This is an optimization exercise on Yosys and OpenROAD, whose aim is small area and a short achievable clock period, not a production implementation.
At most, simulation tests tie the RTL to the original design; equivalence was not proved.
Power is estimated from default activity; no workload was simulated.

Design resizer, start of the top module:
module resizer (
	input clk,
	input rst,
	input s_valid_i,
	input s_last_i,
	input [2:0] s_keep_i,
	input [11:0] s_data_i,
	output wire s_ready_o,
	output m_valid_o,
	input m_ready_i,
	output m_last_o,
	output [1:0] m_keep_o,
	output [7:0] m_data_o
);
reg        sev;         
reg [15:0] se;          
always @(posedge clk) begin
	if (rst) begin
		sev <= 1'b0;
		se  <= 16'd0;
	end else begin
		sev <= s_valid_i;
		se  <= {s_last_i, s_data_i[11:8], s_keep_i[2], s_data_i[7:4], s_keep_i[1], s_data_i[3:0], s_keep_i[0]};
	end
end
reg rst_q;
always @(posedge clk) rst_q <= rst;
reg [4:0] w;        
reg w23, wz;        
reg [10:0] r;       
reg r35;            
reg [3:0] d;        
reg dz, d1;         
reg nov;            
reg uf;             
reg pu;             
reg rep;            
reg [11:0] me;      
reg [1:0]  mk;      
reg        mv, ml;
reg [359:0] kd;     
reg [23:0]  lb;     
wire [23:0] en;
rz_wen u_wen (.w(w), .wr(sev & nov), .rst_q(rst_q), .en(en));
genvar gs;
generate
for (gs = 0; gs < 24; gs = gs + 1) begin : slot
	always @(posedge clk) begin
		if (en[gs]) begin
			kd[15*gs +: 15] <= se[14:0];
			lb[gs]          <= se[15];
		end
	end
end
endgenerate
wire [11:0] rd;
wire        rz;
rz_read u_read (.kd(kd), .lb(lb), .r(r), .rd(rd), .rz(rz));
wire [4:0] w_0, w_1;
wire [10:0] r_0, r_1;
wire w23_0, w23_1, wz_0, wz_1, r35_0, r35_1, dz_0, dz_1, d1_0, d1_1;
wire [3:0] d_0, d_1;
wire ov_0, ov_1, uf_0, uf_1, pu_0, pu_1, rep_0, rep_1, mv_0, mv_1, ml_0, ml_1;
wire [1:0] mk_0, mk_1;
rz_next u_next (
  ...
Size: ~33 I/O pins, ~18000 um2 of cells after synthesis.
Settings: LEC_CHECK=0, CAP_MARGIN=20, CORE_MARGIN=2, CORE_UTILIZATION=40, SETUP_SLACK_MARGIN=3.7, SLEW_MARGIN=20, SYNTH_HIERARCHICAL=1; clock period 6.0 ns.
standard.sh (not shown) runs the stock make flow with config.mk's settings and CLKGATE_MAP_FILE= SYNTH_SCRIPT=/design/flow/synth_recipe.tcl, a recipe that flattens the netlist after the stock synthesis.
==> flow/flow/run.sh <==
#!/bin/bash
# Standard ORFS layout (the standard.sh, unchanged synthesis), with two
# placement/CTS choices: plain buf_4 cells as the port buffers, and clock tree
# synthesis without dummy loads.  Each tool's output goes to its own log here.
set -uo pipefail
export BUFFER_PORTS_ARGS="-buffer_cell sky130_fd_sc_hd__buf_4"
export CTS_ARGS="-sink_clustering_enable -repair_clock_nets -dont_use_dummy_load"
bash standard.sh synth > flow_synth.log 2>&1
bash standard.sh floorplan > flow_floorplan.log 2>&1
bash standard.sh place > flow_place.log 2>&1
bash standard.sh cts > flow_cts.log 2>&1
bash standard.sh route > flow_route.log 2>&1
bash standard.sh finish > flow_finish.log 2>&1
Change:
--- a/flow/flow/run.sh
+++ b/flow/flow/run.sh
@@ -5,5 +5,5 @@
 set -uo pipefail
 export BUFFER_PORTS_ARGS="-buffer_cell sky130_fd_sc_hd__buf_4"
-export CTS_ARGS="-sink_clustering_enable -repair_clock_nets -dont_use_dummy_load"
+export CTS_ARGS="-sink_clustering_enable -repair_clock_nets -dont_use_dummy_load -root_buf sky130_fd_sc_hd__clkbuf_16 -buf_list sky130_fd_sc_hd__clkbuf_8 -sink_clustering_buffer sky130_fd_sc_hd__clkbuf_8 -sink_clustering_size 16 -sink_clustering_max_diameter 70"
 bash standard.sh synth > flow_synth.log 2>&1
 bash standard.sh floorplan > flow_floorplan.log 2>&1
Effect: The new run produced a clean layout; maximum frequency drops by 0.76%; wire length went down by 3.1%; power goes down by about 14%.
No run of this note included a check of the RTL's function; only the layout flow was run.

---

Another version of the RTL of resizer (not shown whole).
For scale: roughly 1200 cells after synthesis, about 450 flip-flops, ~33 I/O pins.
==> flow/config.mk <==
export PLATFORM = sky130hd
export DESIGN_NAME = resizer
export DESIGN_NICKNAME = resizer
export VERILOG_FILES = /design/flow/design.v
export SDC_FILE = /design/flow/constraint.sdc
export NUM_CORES = 4
export LEC_CHECK = 0
export CAP_MARGIN = 20
export CORE_MARGIN = 2
export CORE_UTILIZATION = 70
export SETUP_SLACK_MARGIN = 3.85
export SLEW_MARGIN = 20
export SYNTH_HIERARCHICAL = 1
==> flow/constraint.sdc <==
create_clock -name core_clock -period 6.0 [get_ports {clk}]
set_input_delay 1.2000 -clock core_clock [delete_from_list [all_inputs] [get_ports {clk}]]
set_output_delay 1.2000 -clock core_clock [all_outputs]
set_load 0.01 [all_outputs]
==> flow/flow/run.sh <==
#!/bin/bash
# Standard ORFS layout (the standard.sh, unchanged synthesis), with two
# placement/CTS choices: plain buf_4 cells as the port buffers, and clock tree
# synthesis without dummy loads.  Each tool's output goes to its own log here.
set -uo pipefail
export BUFFER_PORTS_ARGS="-buffer_cell sky130_fd_sc_hd__buf_4"
export CTS_ARGS="-sink_clustering_enable -repair_clock_nets -dont_use_dummy_load -root_buf sky130_fd_sc_hd__clkbuf_16 -buf_list sky130_fd_sc_hd__clkbuf_8 -sink_clustering_buffer sky130_fd_sc_hd__clkbuf_8 -sink_clustering_size 16 -sink_clustering_max_diameter 70"
bash standard.sh synth > flow_synth.log 2>&1
bash standard.sh floorplan > flow_floorplan.log 2>&1
bash standard.sh place > flow_place.log 2>&1
bash standard.sh cts > flow_cts.log 2>&1
bash standard.sh route > flow_route.log 2>&1
bash standard.sh finish > flow_finish.log 2>&1
The baseline completed with no timing, DRC or antenna violations.
Rerun with:
--- a/flow/flow/run.sh
+++ b/flow/flow/run.sh
@@ -7 +7 @@
-export CTS_ARGS="-sink_clustering_enable -repair_clock_nets -dont_use_dummy_load -root_buf sky130_fd_sc_hd__clkbuf_16 -buf_list sky130_fd_sc_hd__clkbuf_8 -sink_clustering_buffer sky130_fd_sc_hd__clkbuf_8 -sink_clustering_size 16 -sink_clustering_max_diameter 70"
+export CTS_ARGS="-sink_clustering_enable -repair_clock_nets -dont_use_dummy_load -root_buf sky130_fd_sc_hd__clkbuf_16 -buf_list {sky130_fd_sc_hd__clkbuf_16 sky130_fd_sc_hd__clkbuf_8} -sink_clustering_buffer sky130_fd_sc_hd__clkbuf_8 -sink_clustering_size 16 -sink_clustering_max_diameter 70"
--- a/flow/config.mk
+++ b/flow/config.mk
@@ -10,2 +10,2 @@
-export CORE_UTILIZATION = 70
-export SETUP_SLACK_MARGIN = 3.85
+export CORE_UTILIZATION = 60
+export SETUP_SLACK_MARGIN = 3.8
Outcome: Maximum frequency falls by 1.6%. Die area rises by 16%. Design area is about the same. Sequential cell count does not change. Sequential share of layout area rises by 0.17 points. Hold slack gets better by 7.6 ps. Synthesized cell count is unchanged. Non-clock buffer count falls by 1. Final cell count rises by 3.4%.
Rerun with:
--- a/flow/flow/run.sh
+++ b/flow/flow/run.sh
@@ -7 +7 @@
-export CTS_ARGS="-sink_clustering_enable -repair_clock_nets -dont_use_dummy_load -root_buf sky130_fd_sc_hd__clkbuf_16 -buf_list {sky130_fd_sc_hd__clkbuf_16 sky130_fd_sc_hd__clkbuf_8} -sink_clustering_buffer sky130_fd_sc_hd__clkbuf_8 -sink_clustering_size 16 -sink_clustering_max_diameter 70"
+export CTS_ARGS="-sink_clustering_enable -repair_clock_nets -dont_use_dummy_load -root_buf sky130_fd_sc_hd__clkbuf_16 -buf_list sky130_fd_sc_hd__clkbuf_8 -sink_clustering_buffer sky130_fd_sc_hd__clkbuf_8 -sink_clustering_size 16 -sink_clustering_max_diameter 70"
--- a/flow/config.mk
+++ b/flow/config.mk
@@ -11 +11 @@
-export SETUP_SLACK_MARGIN = 3.8
+export SETUP_SLACK_MARGIN = 3.9
Clock skew barely changes. Global-route usage increases by 0.42 points. Sequential cell count does not change. Final area increases by 2.3%.
Rerun with:
--- a/flow/config.mk
+++ b/flow/config.mk
@@ -10,2 +10,2 @@
-export CORE_UTILIZATION = 60
-export SETUP_SLACK_MARGIN = 3.9
+export CORE_UTILIZATION = 50
+export SETUP_SLACK_MARGIN = 3.8
Outcome: Combinational power grows by about 1%. Worst hold slack degrades by 9.3 ps. Register-to-register slack degrades by 60 ps. Clock-buffer cell count grows by 1. Cell area shrinks by 1.1%. Global-route usage shrinks by 4.5 points. Sequential share of layout area grows by 0.55 points. Cell count grows by 2.4%. Via count shrinks by 3.3%. Flip-flop and latch count does not change. Non-clock buffer count shrinks by 27.

## separate check: timing with driven ports
The results above use ideal ports. As a check the final layouts listed here were re-extracted and re-timed, cells and wires unchanged. Step 1 assumes that a clkbuf_16 drives the clock port and a buf_2 every other input. Step 2, shift: input delay + t, output delay - t, t = (earliest + latest rising clock arrival at the registers) / 2. This alone moves slack from input paths to output paths. Slacks: ideal / step 1 / step 2; pairs: ideal / step 1.
| run | t, ns | slack for setup (ns) | slew at the worst register clock pin (ns) |
|---|---|---|---|
| the first run of note 1 | 0.608 | 3.638 / 3.629 / 3.293 | 0.06 / 0.06 |
| the second run of note 1 | 0.568 | 3.619 / 3.619 / 3.319 | 0.10 / 0.10 |
| the first run of note 2 | 0.541 | 3.794 / 3.794 / 3.529 | 0.11 / 0.11 |
| the second run of note 2 | 0.542 | 3.759 / 3.759 / 3.462 | 0.10 / 0.10 |
| the third run of note 2 | 0.542 | 3.798 / 3.767 / 3.443 | 0.10 / 0.10 |
| the fourth run of note 2 | 0.554 | 3.724 / 3.666 / 3.515 | 0.10 / 0.10 |
After both steps setup and hold are still met in every run listed. The setup slack of the third run of note 2, which loses most, moves by -0.031 ns with the drivers and by -0.355 ns with both steps.
